What follows belongs to an exercise in optimizing a design on an open flow for small area and a short achievable clock period; a production flow would make more cautious choices. The RTL was checked by simulation tests, not by an equivalence proof against the original design. Power is estimated from default activity; no workload was simulated.

[design/flow/constraint.sdc]
create_clock -name core_clock -period 12.0 [get_ports {clk}]
set_input_delay 2.4000 -clock core_clock [delete_from_list [all_inputs] [get_ports {clk}]]
set_output_delay 2.4000 -clock core_clock [all_outputs]
set_load 0.01 [all_outputs]
[design/flow/design.v]
`timescale 1ns / 1ps
module cpu(clk, rst, display, f, imem_addr, imem_data, dmem_addr, dmem_we, dmem_wdata, dmem_rdata);
	input clk, rst;
	input [3:0] display;
	output reg [31:0] f;
	output [5:0] imem_addr;
	input [31:0] imem_data;
	output [5:0] dmem_addr;
	output dmem_we;
	output [31:0] dmem_wdata;
	input [31:0] dmem_rdata;
	reg [31:0] PC;
	reg [1023:0] rf;
	reg [31:0] valid;
	wire [31:0] I = imem_data;
	wire [5:0] opcode = I[31:26];
	wire [4:0] rs = I[25:21];
	wire [4:0] rt = I[20:16];
	wire [4:0] rd = I[15:11];
	wire [5:0] func = I[5:0];
	wire [15:0] imm = I[15:0];
	wire op_r    = opcode == 6'b000000;
	wire op_j    = opcode == 6'b000010;
	wire op_jal  = opcode == 6'b000011;
	wire op_addi = opcode == 6'b001000;
	wire op_andi = opcode == 6'b001100;
	wire op_xori = opcode == 6'b001110;
	wire op_sltiu= opcode == 6'b001011;
	wire op_lw   = opcode == 6'b100011;
	wire op_sw   = opcode == 6'b101011;
	wire op_beq  = opcode == 6'b000100;
	wire op_bne  = opcode == 6'b000101;
	wire f_sub  = op_r & (func == 6'b100010);
	wire f_and  = op_r & (func == 6'b100100);
	wire f_or   = op_r & (func == 6'b100101);
	wire f_xor  = op_r & (func == 6'b100110);
	wire f_nor  = op_r & (func == 6'b100111);
	wire f_sltu = op_r & (func == 6'b101011);
	wire f_sllv = op_r & (func == 6'b000100);
	wire f_jr   = op_r & (func == 6'b001000);
	wire use_imm = op_addi | op_andi | op_xori | op_sltiu | op_lw | op_sw;
	wire sext    = op_addi | op_lw | op_sw;
	wire alu_and = f_and | op_andi;
	wire alu_or  = f_or;
	wire alu_xor = f_xor | op_xori;
	wire alu_nor = f_nor;
	wire alu_slt = f_sltu | op_sltiu;
	wire alu_sll = f_sllv;
	wire alu_sub = f_sub | op_beq | op_bne;
	wire alu_add = ~(alu_and | alu_or | alu_xor | alu_nor | alu_slt | alu_sll | alu_sub);
	wire do_sub  = alu_sub | alu_slt;
	wire write_reg = ~(f_jr | op_j | op_sw | op_beq | op_bne);
	wire wr_rt     = op_addi | op_andi | op_xori | op_sltiu | op_lw;
	wire [4:0] W_Addr = op_jal ? 5'b11111 : (wr_rt ? rt : rd);
	wire [31:0] selA = valid & (32'b1 << rs);
	wire [31:0] selB = valid & (32'b1 << rt);
	reg [31:0] A, RB;
	integer i;
	always @(*) begin
		A = 32'b0; RB = 32'b0;
		for (i = 0; i < 32; i = i + 1) begin
			A  = A  | (rf[i*32 +: 32] & {32{selA[i]}});
			RB = RB | (rf[i*32 +: 32] & {32{selB[i]}});
		end
	end
	wire [31:0] imm_ext = {{16{sext & imm[15]}}, imm};
	wire [31:0] B = use_imm ? imm_ext : RB;
	wire [31:0] Bx = B ^ {32{do_sub}};
	wire [32:0] sum = {1'b0, A} + {1'b0, Bx} + {32'b0, do_sub};
	wire [31:0] S = sum[31:0];
	wire cout = sum[32];
	wire lt = ~cout;
	wire [31:0] shl = (|A[31:5]) ? 32'b0 : (B << A[4:0]);
	wire [31:0] F = ({32{alu_add | alu_sub}} & S)
	              | ({32{alu_and}} & (A & B))
	              | ({32{alu_or}}  & (A | B))
	              | ({32{alu_xor}} & (A ^ B))
	              | ({32{alu_nor}} & ~(A | B))
	              | ({32{alu_slt}} & {31'b0, lt})
	              | ({32{alu_sll}} & shl);
	wire ZF = ~|F;
	wire OF = (alu_add | alu_sub) & (A[31] ^ B[31] ^ S[31] ^ (alu_sub ? lt : cout));
	wire [31:0] PC4 = PC + 32'd4;
	wire take_br = (op_beq & ZF) | (op_bne & ~ZF);
	always @(posedge clk or posedge rst) begin
		if (rst) PC <= 32'b0;
		else if (f_jr) PC <= A;
		else if (op_j | op_jal) PC <= {PC4[31:28], I[25:0], 2'b00};
		else if (take_br) PC <= PC4 + {14'b0, imm, 2'b00};
		else PC <= PC4;
	end
	wire [31:0] W_Data = op_jal ? PC4 : (op_lw ? dmem_rdata : F);
	wire [31:0] wsel = {32{write_reg}} & (32'b1 << W_Addr);
	always @(posedge clk or posedge rst) begin
		if (rst) valid <= 32'b0;
		else valid <= valid | wsel;
	end
	always @(posedge clk) begin
		for (i = 0; i < 32; i = i + 1)
			if (wsel[i]) rf[i*32 +: 32] <= W_Data;
	end
	assign imem_addr = PC[7:2];
	assign dmem_addr = F[7:2];
	assign dmem_we = op_sw;
	assign dmem_wdata = RB;
	always @(*) begin
		case (display)
		4'b1000: f = PC;
		4'b0100: f = {30'b0, ZF, OF};
		4'b0010: f = dmem_rdata;
		4'b0001: f = F;
		default: f = 32'b0;
		endcase
	end
endmodule
[design/flow/run.sh]
#!/bin/bash
# synth_recipe.tcl (not shown) runs the flow's synth.tcl, then flattens the netlist and writes it again
# the make line also repeats each setting of config.mk as NAME=value (left out here)
make -C /OpenROAD-flow-scripts/flow DESIGN_CONFIG=/design/flow/config.mk WORK_HOME=/design/flow/orfs CLKGATE_MAP_FILE= SYNTH_SCRIPT=/design/flow/synth_recipe.tcl finish
[design/flow/config.mk]
export PLATFORM = sky130hd
export DESIGN_NAME = cpu
export DESIGN_NICKNAME = cpu
export VERILOG_FILES = /design/flow/design.v
export SDC_FILE = /design/flow/constraint.sdc
export NUM_CORES = 4
export LEC_CHECK = 0
export ABC_AREA = 1
export CAP_MARGIN = 20
export CORE_MARGIN = 2
export CORE_UTILIZATION = 45
export PLACE_DENSITY = 0.6
export SETUP_SLACK_MARGIN = 0.5
export SLEW_MARGIN = 20
==> reports/results.tsv <==
metric	value	unit
#FFs+latches synth	1088	
total chip power	13.48	mW
TritonCTS Buffers	120	
Die Wd	376.8	um
# setup viols final	0	
# port buffers	146	
Starting DRT DRC Count	10495	
largest net degree at the start of global routing	77	
Die ar.	142000	um^2
Logic pwr share	0.336	
startpoint types	input port	
max_cap viols	0	
layout cells sized above 1	0.1179	
crit path from	imem_data[18]	
clk_skew	84.00	ps
most frequent cell after synthesis	nand2_1	
Crit path required time	9600	ps
Tcrit/Tclk final	0.9412	
Syn Std Cell Area	62540	um^2
Final ANT Viol Nets	0	
Cell Pwr Density	181.4	nW/um^2
cells on worst reg2reg path	41	
Hold Path Class	register to register	
Max-slew headroom	0.1195	
GR Overflow Total	0	
RSZ-0062 raised after global routing	false	
launching point of the worst reg2reg path	valid[10]	
P_sw	5.167	mW
Most used DFF post-synth	edfxtp_1	
top cells by area, synth	edfxtp_1, nand2_1, nor2_1	
Setup TNS	0	ps
pre-CTS WS	337.4	ps
Vias	63152	
Max Fclk	88.54	MHz
slowest cell on the critical path	clkdlybuf4s50_1	
DRT Wirelength	342900	um
Clk pwr share	0.287	
Crit path arrival time	8890	ps
Pint	8.309	mW
Ys Warns	1	
GP Congestion	1.075	
sequential area share after synthesis	0.5173	
Worst path max stage delay	590	ps
fillers	12877	
register share of total power	0.377	
Reg-to-Reg End	PC[17]	
FP Rows	136	
Min Hold Slack	496.4	ps
CTS root buf	clkbuf_16	
Min-Delay Endpoint	valid[7]	
Syn Inst Count	7691	
Slew @ Worst Pin	1321	ps
vias in the first global route	57973	
status	no timing/DRC/antenna violations	
Synth top area share	0.4916	
CP Class	input port to primary output	
area leader, netlist	edfxtp_1	
hold_sp	valid[7]	
post-synth cell types	58	
crit path max fanout	36	
Mapped Avg Cell Area	8.132	um^2
initial core utilization	0.4543	
Die Span Y	376.8	um
CTS max path bufs	3	
syn nets	7876	
post-route setup slack	705.5	ps
clock-pin slew on the worst setup and hold paths	60	ps
first-pass GRT wire length	461600	um
fin. max-slew vios	0	
LEAKAGE	32.28	nW
Final nets	8339	
synth cell count leaders	nand2_1, edfxtp_1, nor2_1	
clock sink count	1088	
routed length per placed instance	34.07	um
io pins	147	
drt pass-1 iters	6	
worst hold path depth	2	
HPWL Detailed	247500	um
number of synthesized flops with an enable pin	1024	
H-tree depth	3	
Area growth, synth to finish	18.75	%
VDD IR max	0.1352	mV
initial antenna violation count	27	
clk latency of the worst-skew pair	820	ps
Final Hold Fails	0	
# DRC	0	
async set-reset flop share out of synthesis	0.05882	
core area	137700	um^2
r2r setup slk	5020	ps
Switching Fraction	0.3834	
CP Capture Type	primary output	
CTS tree	built	
Total GRT Usage	0.4718	
vias per inst	6.274	
minimum clock period	11290	ps
-- worst max-delay path: cells and delay by family --
family | cells | cell delay [ps]
AO/OA/AOI/OAI | 4 | 950
AND/OR/NAND/NOR | 17 | 2610
adder cells (fa/ha/maj) | 1 | 320
XOR/XNOR | 1 | 180
buffers and inverters | 8 | 2340
-- cell usage in the layout, fill, tap and decap left out, types with 24 or more instances in the layout --
cell type and instances:
or2_2 28, nor2_2 44, a221oi_1 25, dfrtp_1 64, inv_1 602, a21oi_1 140, nand3_1 623, edfxtp_1 1024
ha_1 113, nor2_1 802, inv_2 24, o21ai_0 486, clkbuf_16 121, nand4_1 383, nand2_1 2532, xor2_1 72
a22oi_1 24, buf_4 519, clkinv_1 41, clkdlybuf4s50_1 137, buf_12 39, nor2_4 67, nor3_1 48
-- metrics by stage --
| step | utilization | cells | area (um^2) |
|---|---|---|---|
| 4_1_cts | 0.5369 | 10030 | 73910 |
| 3_3_place_gp | 0.5069 | 9805 | 69790 |
| 2_1_floorplan | - | 7691 | 62540 |
| 6_report | 0.5395 | 10065 | 74270 |
| 3_5_place_dp | 0.5072 | 9806 | 69820 |
| 5_1_grt | 0.5392 | 10050 | 74230 |
-- power groups by stage --
| stage | clock [mW] | sequential (mW) | combinational [mW] |
|---|---|---|---|
| finish | 3.87 | 5.08 | 4.53 |
| global route | 4.00 | 5.09 | 4.64 |
| CTS | 3.85 | 5.07 | 4.30 |
| detailed placement | 0 | 5.15 | 4.29 |
| global placement | 0 | 5.15 | 4.29 |
| floorplan | 0 | 5.15 | 1.86 |
-- cell type report --
cell class                      count  area (um^2)  area share
Tap cell                         1794         2245     0.03022
Clock buffer                      142         3117     0.04197
Antenna cell                       19        47.55   0.0006402
Multi-Input combinational cell   5595        26940      0.3627
Inverter                          642         2414     0.03250
Sequential cell                  1088        32350      0.4356
Clock inverter                     78        930.9     0.01253
Timing Repair Buffer              707         6226     0.08383
-- registers in the layout, summed over array words and instances (netlist names) --
name / count
PC: 32
valid: 32
rf: 1024
-- kinds of logic after synthesis --
family	synth area share
AND/OR/NAND/NOR	0.3104
buffers and inverters	0.06636
adder cells (fa/ha/maj)	0.02325
AO/OA/AOI/OAI	0.07126
XOR/XNOR	0.01134
flip-flops	0.5173
multiplexers	0.0001600
-- repair_timing --
item                                    CTS  global route
buffers inserted                          4            12
gates resized for setup                   3            34
hold buffers                              0             0
hold endpoints to repair                  0             0
pin swaps                                 2             5
gates cloned                              0             2
endpoints found under the setup margin    1             7
-- worst max-delay path by stage --
stage                end  slack [ps]  depth (start not counted)
CTS                 f[1]         510                         36
floorplan           f[1]        2540                         33
global placement    f[1]         370                         35
global route        f[1]         500                         35
finish              f[1]         710                         31
detailed placement  f[1]         340                         35
-- metal layers --
metal	GRT usage	up-vias	routed length, um
met3	0.1595	1139	48720
met1	0.5992	30046	124000
met4	0.3281	18	29180
li1	-	26876	-
met5	0	-	117
met2	0.6749	5073	140900

==> separate check: timing with driven ports <==
How much do the figures lean on ideal ports? The routed layout below was timed once more, with nothing changed but the port constraints. Step 1, drivers: a clkbuf_16 drives clk and a buf_2 each remaining input, both assumed. Step 2 times the ports against the registers' clock, not the clock port: input delays grow and output delays shrink by t, the midpoint of the rising clock arrivals with the driver on. Slacks: no drivers / after step 1 / after step 2; pairs: no drivers / after step 1.
t (ns): 0.863
slack for setup (ns): 0.706 / 0.664 / 0.664
clock arrival spread, ns: 0.084 / 0.084
After both steps this run still meets setup and hold. The setup slack of this run moves by -0.042 ns with the drivers and by -0.042 ns with both steps.
